This design comes from an exercise in tuning for small area and a short achievable clock period on the open sky130 flow, not from production work.
RTL that was checked went through simulation tests only; none was proved equivalent to the original.
Power and IR drop assume default switching activity.

==> flow/design.v (excerpt) <==
module alu (
    input               i_clk,
    input               i_rst_n,
    input               i_valid,
    input signed [11:0] i_data_a,
    input signed [11:0] i_data_b,
    input        [2:0]  i_inst,
    output              o_valid,
    output       [11:0] o_data,
    output              o_overflow
);
reg  [18:0] x_r, y_r;
reg         o_valid_r, ovf_r, abs_r, mac_r;
wire [11:0] lo   = {1'b0, x_r[10:0]} + {1'b0, y_r[10:0]};
wire        c16  = lo[11];
wire        p11  = x_r[11] ^ y_r[11];
wire        g11  = x_r[11] & y_r[11];
wire [6:0]  hx   = x_r[18:12], hy = y_r[18:12];
wire [6:0]  hp   = hx ^ hy;
wire [6:0]  ho   = hx | hy;
wire [6:0]  ha   = hx & hy;
wire        e0   = ~hp[0] & (&(hp[6:1] ~^ ho[5:0]));                    
wire        e127 =  hp[0] & (&(hp[6:1] ~^ ~ha[5:0]));                   
wire        e126 = ~hp[0] & (hp[1] ~^ ~ho[0]) & (&(hp[6:2] ~^ ~ha[5:1]));   
wire        eq_c0 = g11 ? e127 : (p11 ? e127 : e0);
wire        eq_c1 = (g11 | p11) ? (p11 ? e127 : e126) : e127;
wire        m_ov  = ~(c16 ? eq_c1 : eq_c0);
assign o_data     = {p11 ^ c16, lo[10:0]};
assign o_valid    = o_valid_r;
assign o_overflow = (m_ov & ~abs_r) | ovf_r;
wire        is_mul    = (i_inst[2:1] == 2'b01);
wire        is_mac    = (i_inst == 3'b011);
wire        is_abs    = (i_inst == 3'b111);
wire        mul_en    = i_valid & is_mul;
wire        addsub_en = i_valid & (i_inst[2:1] == 2'b00);
wire        mean_en   = i_valid & (i_inst == 3'b110);
wire        acc_en    = mac_r & (is_mac | ~i_valid);
wire        ovf_old   = mac_r & (m_ov | ovf_r);
wire        sa   = i_data_a[11], sb = i_data_b[11];
wire [11:0] ra   = i_data_a ^ {12{sa}};
wire [11:0] rb   = i_data_b ^ {12{sb}};
wire [12:0] cmp  = {1'b0, ra} + {1'b0, ~rb} + {12'd0, sa & ~sb};
wire        a_ge = cmp[12];
reg  [11:0] oth;
always @(*) begin
  case (i_inst)
    3'b000:  oth = i_data_b;
    3'b001:  oth = ~i_data_b;                       
    3'b100:  oth = ~(i_data_a ^ i_data_b);
    3'b101:  oth = sa ? 12'd0 : i_data_a;
    3'b110:  oth = {sb, i_data_b[11:1]};            
    default: oth = a_ge ? ra : rb;                  
  endcase
end
wire [11:0] row   = acc_en ? o_data : (oth & {12{i_valid & ~is_mul}});
  ...
Settings: LEC_CHECK=0, CAP_MARGIN=20, CORE_MARGIN=2, CORE_UTILIZATION=40, SETUP_SLACK_MARGIN=4, SLEW_MARGIN=20; clock period 10.0 ns.
standard.sh (not shown) runs the stock make flow with config.mk's settings and CLKGATE_MAP_FILE= SYNTH_SCRIPT=/design/flow/synth_recipe.tcl, a recipe that flattens the netlist after the stock synthesis.
==> flow/flow/run.sh <==
#!/bin/bash
# The standard layout, with two changes: the port buffers are buf_2 cells, and
# after synthesis flow/fapol.py flips full-adder cells (a full adder is
# self-dual) where that removes inverters between them. Registers are untouched.
set -euo pipefail
export BUFFER_PORTS_ARGS="-buffer_cell sky130_fd_sc_hd__buf_2"
R=orfs/results/sky130hd/alu/base
bash standard.sh synth > synth.log 2>&1
python3 flow/fapol.py $R/1_2_yosys.v > fapol.log 2>&1
rm -f $R/1_synth.odb $R/1_synth.sdc
bash standard.sh > standard.log 2>&1
Other scripts of this flow, unchanged in this note and not shown: flow/flow/fapol.py
Next try:
--- a/flow/design.v
+++ b/flow/design.v
@@ -4,35 +4,23 @@
     input               i_valid,
     input signed [11:0] i_data_a,
     input signed [11:0] i_data_b,
     input        [2:0]  i_inst,
     output              o_valid,
     output       [11:0] o_data,
     output              o_overflow
 );
 reg  [18:0] x_r, y_r;
 reg         o_valid_r, ovf_r, abs_r, mac_r;
-wire [11:0] lo   = {1'b0, x_r[10:0]} + {1'b0, y_r[10:0]};
-wire        c16  = lo[11];
-wire        p11  = x_r[11] ^ y_r[11];
-wire        g11  = x_r[11] & y_r[11];
-wire [6:0]  hx   = x_r[18:12], hy = y_r[18:12];
-wire [6:0]  hp   = hx ^ hy;
-wire [6:0]  ho   = hx | hy;
-wire [6:0]  ha   = hx & hy;
-wire        e0   = ~hp[0] & (&(hp[6:1] ~^ ho[5:0]));                    
-wire        e127 =  hp[0] & (&(hp[6:1] ~^ ~ha[5:0]));                   
-wire        e126 = ~hp[0] & (hp[1] ~^ ~ho[0]) & (&(hp[6:2] ~^ ~ha[5:1]));   
-wire        eq_c0 = g11 ? e127 : (p11 ? e127 : e0);
-wire        eq_c1 = (g11 | p11) ? (p11 ? e127 : e126) : e127;
-wire        m_ov  = ~(c16 ? eq_c1 : eq_c0);
-assign o_data     = {p11 ^ c16, lo[10:0]};
+wire [18:0] z = x_r + y_r;
+wire        m_ov = ~(&z[18:11] | ~|z[18:11]);
+assign o_data     = z[11:0];
 assign o_valid    = o_valid_r;
 assign o_overflow = (m_ov & ~abs_r) | ovf_r;
 wire        is_mul    = (i_inst[2:1] == 2'b01);
 wire        is_mac    = (i_inst == 3'b011);
 wire        is_abs    = (i_inst == 3'b111);
 wire        mul_en    = i_valid & is_mul;
 wire        addsub_en = i_valid & (i_inst[2:1] == 2'b00);
 wire        mean_en   = i_valid & (i_inst == 3'b110);
 wire        acc_en    = mac_r & (is_mac | ~i_valid);
 wire        ovf_old   = mac_r & (m_ov | ovf_r);
Result: Cell count went up by about 9%; first-iteration DRC count went up by 28%; flip-flop and latch count does not change; global-route usage went up by 1.4 points; final area went up by about 5%; sequential power went down by about 3%; synthesized area went up by about 4%.
Only the layout flow was run in the second run of this note; the RTL was not checked for function there.

========
alu again, from the RTL that the note above started with.
clock: 10.0 ns
lec_check: 0
cap_margin: 20
core_margin: 2
core_utilization: 40
setup_slack_margin: 4.6
slew_margin: 20
Scripts as last shown in full above: flow/flow/run.sh
Other scripts of this flow, unchanged in this note and not shown: flow/flow/fapol.py
Edit:
--- a/flow/design.v
+++ b/flow/design.v
@@ -2,39 +2,34 @@
     input               i_clk,
     input               i_rst_n,
     input               i_valid,
     input signed [11:0] i_data_a,
     input signed [11:0] i_data_b,
     input        [2:0]  i_inst,
     output              o_valid,
     output       [11:0] o_data,
     output              o_overflow
 );
-reg  [18:0] x_r, y_r;
-reg         o_valid_r, ovf_r, abs_r, mac_r;
-wire [11:0] lo   = {1'b0, x_r[10:0]} + {1'b0, y_r[10:0]};
-wire        c16  = lo[11];
-wire        p11  = x_r[11] ^ y_r[11];
-wire        g11  = x_r[11] & y_r[11];
-wire [6:0]  hx   = x_r[18:12], hy = y_r[18:12];
-wire [6:0]  hp   = hx ^ hy;
-wire [6:0]  ho   = hx | hy;
-wire [6:0]  ha   = hx & hy;
-wire        e0   = ~hp[0] & (&(hp[6:1] ~^ ho[5:0]));                    
-wire        e127 =  hp[0] & (&(hp[6:1] ~^ ~ha[5:0]));                   
-wire        e126 = ~hp[0] & (hp[1] ~^ ~ho[0]) & (&(hp[6:2] ~^ ~ha[5:1]));   
-wire        eq_c0 = g11 ? e127 : (p11 ? e127 : e0);
-wire        eq_c1 = (g11 | p11) ? (p11 ? e127 : e126) : e127;
-wire        m_ov  = ~(c16 ? eq_c1 : eq_c0);
-assign o_data     = {p11 ^ c16, lo[10:0]};
+reg  [13:0] x_r, y_r;
+reg         o_valid_r, ovf_r, abs_r, mac_r, run_r;
+reg         f_0, f_m1, f_m2;
+wire [11:0] o_data_w;
+wire [14:0] zz  = {1'b0, x_r} + {1'b0, y_r};
+wire        c_top = zz[14];
+wire [2:0]  zm   = zz[13:11];
+wire        hz   = c_top ? f_m1 : f_0;      
+wire        ho1  = c_top ? f_m2 : f_m1;     
+wire        m_ov = ~((hz & ~|zm) | (ho1 & &zm));
+assign o_data_w   = zz[11:0];
 assign o_valid    = o_valid_r;
-assign o_overflow = (m_ov & ~abs_r) | ovf_r;
+assign o_data     = o_data_w & {12{run_r}};
+assign o_overflow = (m_ov & ~abs_r & run_r) | ovf_r;
 wire        is_mul    = (i_inst[2:1] == 2'b01);
 wire        is_mac    = (i_inst == 3'b011);
 wire        is_abs    = (i_inst == 3'b111);
 wire        mul_en    = i_valid & is_mul;
 wire        addsub_en = i_valid & (i_inst[2:1] == 2'b00);
 wire        mean_en   = i_valid & (i_inst == 3'b110);
 wire        acc_en    = mac_r & (is_mac | ~i_valid);
 wire        ovf_old   = mac_r & (m_ov | ovf_r);
 wire        sa   = i_data_a[11], sb = i_data_b[11];
 wire [11:0] ra   = i_data_a ^ {12{sa}};
@@ -45,21 +40,21 @@
 always @(*) begin
   case (i_inst)
     3'b000:  oth = i_data_b;
     3'b001:  oth = ~i_data_b;                       
     3'b100:  oth = ~(i_data_a ^ i_data_b);
     3'b101:  oth = sa ? 12'd0 : i_data_a;
     3'b110:  oth = {sb, i_data_b[11:1]};            
     default: oth = a_ge ? ra : rb;                  
   endcase
 end
-wire [11:0] row   = acc_en ? o_data : (oth & {12{i_valid & ~is_mul}});
+wire [11:0] row   = acc_en ? o_data_w : (oth & {12{i_valid & ~is_mul}});
 wire        row_c = i_valid & ((i_inst == 3'b001) | (is_abs & (a_ge ? sa : sb)));
 wire        rnd   = mean_en ? i_data_b[0] : 1'b1;
 wire one1;
 wire two2;
 wire neg3;
 wire pp4;
 wire pp5;
 wire pp6;
 wire pp7;
 wire pp8;
@@ -552,32 +547,43 @@
 assign s243 = c236 ^ s241 ^ c238;
 assign c244 = (c236 & s241) | (c238 & (c236 ^ s241));
 assign s245 = 1'b1 ^ pp79 ^ pp93;
 assign c246 = (1'b1 & pp79) | (pp93 & (1'b1 ^ pp79));
 assign s247 = c242 ^ s245;
 assign c248 = c242 & s245;
 assign s249 = pp80 ^ pp94 ^ c246;
 assign c250 = (pp80 & pp94) | (c246 & (pp80 ^ pp94));
 assign s251 = 1'b1 ^ pp95;
 assign c252 = 1'b1 & pp95;
+wire [4:0] tx = {1'b1, pp96, s251, c248, s247};
+wire [4:0] ty = {1'b0, c252, c250, s249, c244};
+wire [4:0] tp = tx ^ ty, to = tx | ty, ta = tx & ty;
+wire        f0_d  = ~tp[0] & (&(tp[4:1] ~^ to[3:0]));
+wire        fm1_d =  tp[0] & (&(tp[4:1] ~^ ~ta[3:0]));
+wire        fm2_d = ~tp[0] & (tp[1] ~^ ~to[0]) & (&(tp[4:2] ~^ ~ta[3:1]));
+always @(posedge i_clk) begin
+  x_r  <= {s243, c234, c224, s223, c204, s203, c180, c168, c156, c146, c136, c128, c120, c114};
+  y_r  <= {c240, s239, s233, c214, s213, c192, s191, s179, s167, s155, s145, s135, s127, s119};
+  f_0  <= f0_d;
+  f_m1 <= fm1_d;
+  f_m2 <= fm2_d;
+end
 always @(posedge i_clk or negedge i_rst_n) begin
   if (~i_rst_n) begin
     o_valid_r <= 1'b0;
-    x_r       <= 19'd0;
-    y_r       <= 19'd0;
+    run_r     <= 1'b0;
     ovf_r     <= 1'b0;
     abs_r     <= 1'b0;
     mac_r     <= 1'b0;
   end else begin
     o_valid_r <= i_valid;
-    x_r       <= {1'b1, pp96, s251, c248, s247, s243, c234, c224, s223, c204, s203, c180, c168, c156, c146, c136, c128, c120, c114};
-    y_r       <= {1'b0, c252, c250, s249, c244, c240, s239, s233, c214, s213, c192, s191, s179, s167, s155, s145, s135, s127, s119};
+    run_r     <= 1'b1;
     abs_r     <= is_abs;
     if (i_valid) begin
       mac_r <= is_mac;
       ovf_r <= is_mac & ovf_old;
     end else begin
       ovf_r <= ovf_old;
     end
   end
 end
 endmodule
Fmax is about the same.
Worst setup slack got worse by 0.0075 ns.
Global-route usage increases by 0.43 points.
Synthesized area goes down by a few percent.
Design area goes down slightly.
Sequential power is lower by roughly a tenth.
Cell count rose by a few percent.
Sequential share of layout area goes down by 3.6 points.

-- re-timing with driven ports --
No port has a modelled driver above. Below, the same layouts with a new extraction and two added sets of constraints.
Step 1 sets driving cells, clkbuf_16 on the clock port and buf_2 on the other inputs (assumed; they add their load-dependent delay and slew).
Step 2 moves the port delays by t, midway between the first and last clock arrival at a register: inputs arrive t later, outputs are due t later. That takes back most of the time a late clock gives input paths.
Slacks: ideal / step 1 / step 2; pairs: ideal / step 1.
run	t (ns)	slack for setup (ns)	hold slack, ns	worst data-port slew with drivers (ns)
the first run of note 1	0.321	4.193 / 4.207 / 3.886	0.521 / 0.521 / 0.521	0.07
the second run of note 1	0.324	4.158 / 4.173 / 3.849	0.547 / 0.547 / 0.547	0.04
the first run of note 2	0.328	4.655 / 4.610 / 4.282	0.521 / 0.521 / 0.521	0.09
the second run of note 2	0.305	4.648 / 4.549 / 4.244	0.570 / 0.570 / 0.570	0.15
After both steps setup and hold are still met in every run listed. The setup slack of the second run of note 2, which loses most, moves by -0.099 ns with the drivers and by -0.404 ns with both steps.
